This design comes from an exercise in tuning for small area on the open sky130 flow, not from production work.
Function was checked by simulation only, so behaviour that the tests miss may differ from the original.

==> wip/xenon: inputs <==
==> flow/design.v (excerpt) <==
module z80 (
    input clk,
    input n_reset,
    input n_int,
    input n_nmi,
    input [7:0] din,
    output reg n_iorq,
    output reg n_halt,
    output reg n_m1,
    output reg n_mreq,
    output reg n_rd,
    output reg n_wr,
    output reg [15:0] addr,
    output reg [7:0] dout,
    output reg dout_en
);
clock: 12.0 ns
lec_check: 0
cap_margin: 20
core_margin: 2
core_utilization: 40
setup_slack_margin: 0.35
slew_margin: 20
standard.sh (not shown) runs the stock make flow with config.mk's settings and CLKGATE_MAP_FILE= SYNTH_SCRIPT=/design/flow/synth_recipe.tcl, a recipe that flattens the netlist after the stock synthesis.
==> flow/flow/run.sh <==
#!/bin/bash
# Own layout flow: the standard ORFS flow, with one change in synthesis:
# the ABC technology-mapping script (flow/abc.script) replaces ORFS's
# abc_speed/abc_area script. Everything before and after ABC (including
# dfflibmap, so every register keeps its name and cell type) is the standard flow's
# standard synthesis (synth_recipe.tcl) unchanged.
set -euo pipefail
W=$PWD
F=$W/flow

# Synthesis script: synth_recipe.tcl with a hook, inserted after its first
# line, that points ABC at flow/abc.script.
{
  head -n 1 synth_recipe.tcl
  cat <<EOT
set ::own_abc_script {$F/abc.script}
proc own_abc_hook {args} {
  set i [lsearch -exact \$::abc_args -script]
  if {\$i >= 0 && [lindex \$::abc_args [expr {\$i + 1}]] ne \$::own_abc_script} {
    set ::abc_args [lreplace \$::abc_args [expr {\$i + 1}] [expr {\$i + 1}] \$::own_abc_script]
  }
}
trace add variable ::abc_args write own_abc_hook
EOT
  tail -n +2 synth_recipe.tcl
} > own_synth.tcl

sed "s#SYNTH_SCRIPT=[^ ]*#SYNTH_SCRIPT=$W/own_synth.tcl#" standard.sh > own_standard.sh
grep -q "SYNTH_SCRIPT=$W/own_synth.tcl" own_standard.sh

# Extra ORFS make variables for the layout steps, one VAR=VALUE per line.
EXTRA=()
if [[ -f $F/make_vars.txt ]]; then
  while IFS= read -r line; do
    [[ -z "$line" || "$line" == \#* ]] && continue
    EXTRA+=("$line")
  done < "$F/make_vars.txt"
fi

bash own_standard.sh synth > synth.log 2>&1
grep -q "own_abc_script\|$F/abc.script" orfs/logs/*/z80/base/1_2_yosys.log
bash own_standard.sh "${EXTRA[@]}" finish > layout.log 2>&1
test -s out/final.def
==> flow/flow/abc.script <==
strash
&get -n
&deepsyn -T 600
&put
dch -f
amap -F 4 -A 8
topo
stime -c
==> flow/flow/make_vars.txt <==
CTS_ARGS=-sink_clustering_enable -repair_clock_nets -buf_list {sky130_fd_sc_hd__clkbuf_8} -dont_use_dummy_load -sink_clustering_size 20 -sink_clustering_max_diameter 50
BUFFER_PORTS_ARGS=-buffer_cell sky130_fd_sc_hd__buf_1
GPL_KEEP_OVERFLOW=0
==> wip/umber (differences from wip/xenon) <==
==> flow/flow/abc.script (replaced) <==
strash
&get -n
&deepsyn -T 300
&put
dch -f
amap -F 4 -A 8
topo
stime -c
==> flow/flow/make_vars.txt (replaced) <==
CTS_ARGS=-sink_clustering_enable -repair_clock_nets -buf_list {sky130_fd_sc_hd__clkbuf_4 sky130_fd_sc_hd__clkbuf_8} -dont_use_dummy_load
BUFFER_PORTS_ARGS=-buffer_cell sky130_fd_sc_hd__buf_1
GPL_KEEP_OVERFLOW=0
--- a/flow/config.mk
+++ b/flow/config.mk
@@ -8,5 +8,5 @@
 export CAP_MARGIN = 20
 export CORE_MARGIN = 2
 export CORE_UTILIZATION = 40
-export SETUP_SLACK_MARGIN = 0.35
+export SETUP_SLACK_MARGIN = 0.5
 export SLEW_MARGIN = 20
==> wip/willow (differences from wip/xenon) <==
==> flow/flow/make_vars.txt (replaced) <==
CTS_ARGS=-sink_clustering_enable -repair_clock_nets -buf_list {sky130_fd_sc_hd__clkbuf_4 sky130_fd_sc_hd__clkbuf_8} -dont_use_dummy_load
BUFFER_PORTS_ARGS=-buffer_cell sky130_fd_sc_hd__buf_1
GPL_KEEP_OVERFLOW=0
==> wip/sierra (differences from wip/xenon) <==
==> flow/flow/abc.script (replaced) <==
strash
&get -n
&deepsyn -T 300
&put
dch -f
amap -F 4 -A 8
topo
stime -c
--- a/flow/config.mk
+++ b/flow/config.mk
@@ -8,5 +8,5 @@
 export CAP_MARGIN = 20
 export CORE_MARGIN = 2
 export CORE_UTILIZATION = 40
-export SETUP_SLACK_MARGIN = 0.35
+export SETUP_SLACK_MARGIN = 0.5
 export SLEW_MARGIN = 20
==> comparison <==
- wip/xenon finished clean. wip/sierra finished clean. wip/umber went through all stages and came out clean. wip/willow completed without violations.
- Flip-flop and latch count is the same in wip/umber and wip/willow.
- The lowest core utilization belongs to wip/sierra, the highest to wip/willow.
- Clock skew, highest first: wip/sierra, wip/willow, wip/xenon, wip/umber.
- Against wip/xenon, the synthesized area of wip/sierra is larger by 0.65%.
- First-iteration DRC count, lowest first: wip/umber, wip/xenon, wip/willow, wip/sierra.
==> figures <==
metric	wip/umber	wip/sierra	wip/willow	wip/xenon
Status	complete, no violations	complete, no violations	complete, no violations	complete, no violations
Setup crit start	cpu_i.datapath_i.reg_instr_i.q[3]	cpu_i.datapath_i.regfile_i.b[2]	cpu_i.datapath_i.reg_op_prefix_i.q[1]	cpu_i.datapath_i.reg_op_prefix_i.q[1]
Sequential share of cell area	29.5%	29.9%	29.5%	29.9%
Met1 usage in global routing	62.2%	63.4%	62.2%	61.9%
Worst hold path startpoint	cpu_i.datapath_i.reg_mem_dout_i.q[9]	cpu_i.datapath_i.regfile_i.ep[5]	cpu_i.datapath_i.regfile_i.ap[4]	cpu_i.datapath_i.regfile_i.ap[4]
Max-slew headroom	12.3%	17.1%	8.80%	14.1%
Repair and plain buffers	163	162	178	158
Y dimension of the die	240 um	240 um	240 um	240 um
Pre-CTS setup slack	-3090 ps	-3090 ps	-3980 ps	-3980 ps
Filler cells	5559	5549	5413	5404
Fmax	0.0886 GHz	0.0880 GHz	0.0872 GHz	0.0880 GHz

[afterwards: timing with drivers on the ports]
Ports are ideal in the flow. The routed layouts listed here were re-timed in OpenROAD. Step 1, drivers: a clkbuf_16 drives clk and a buf_2 each remaining input, both assumed. Step 2, shift: input delay + t, output delay - t, t = (earliest + latest rising clock arrival at the registers) / 2. This alone moves slack from input paths to output paths. a / b / c = ideal / step 1 / step 2; a / b = the first two.
| run | t, ns | setup WS [ns] | hold slack, ns | clock arrival spread, ns |
|---|---|---|---|---|
| wip/xenon | 0.697 | 0.632 / 0.632 / 0.632 | 0.487 / 0.487 / 0.487 | 0.101 / 0.101 |
| wip/umber | 0.746 | 0.715 / 0.715 / 0.715 | 0.492 / 0.492 / 0.492 | 0.055 / 0.055 |
| wip/willow | 0.720 | 0.526 / 0.526 / 0.526 | 0.476 / 0.476 / 0.476 | 0.106 / 0.107 |
| wip/sierra | 0.729 | 0.635 / 0.635 / 0.635 | 0.487 / 0.487 / 0.487 | 0.117 / 0.117 |
After both steps every run listed still meets setup and hold.
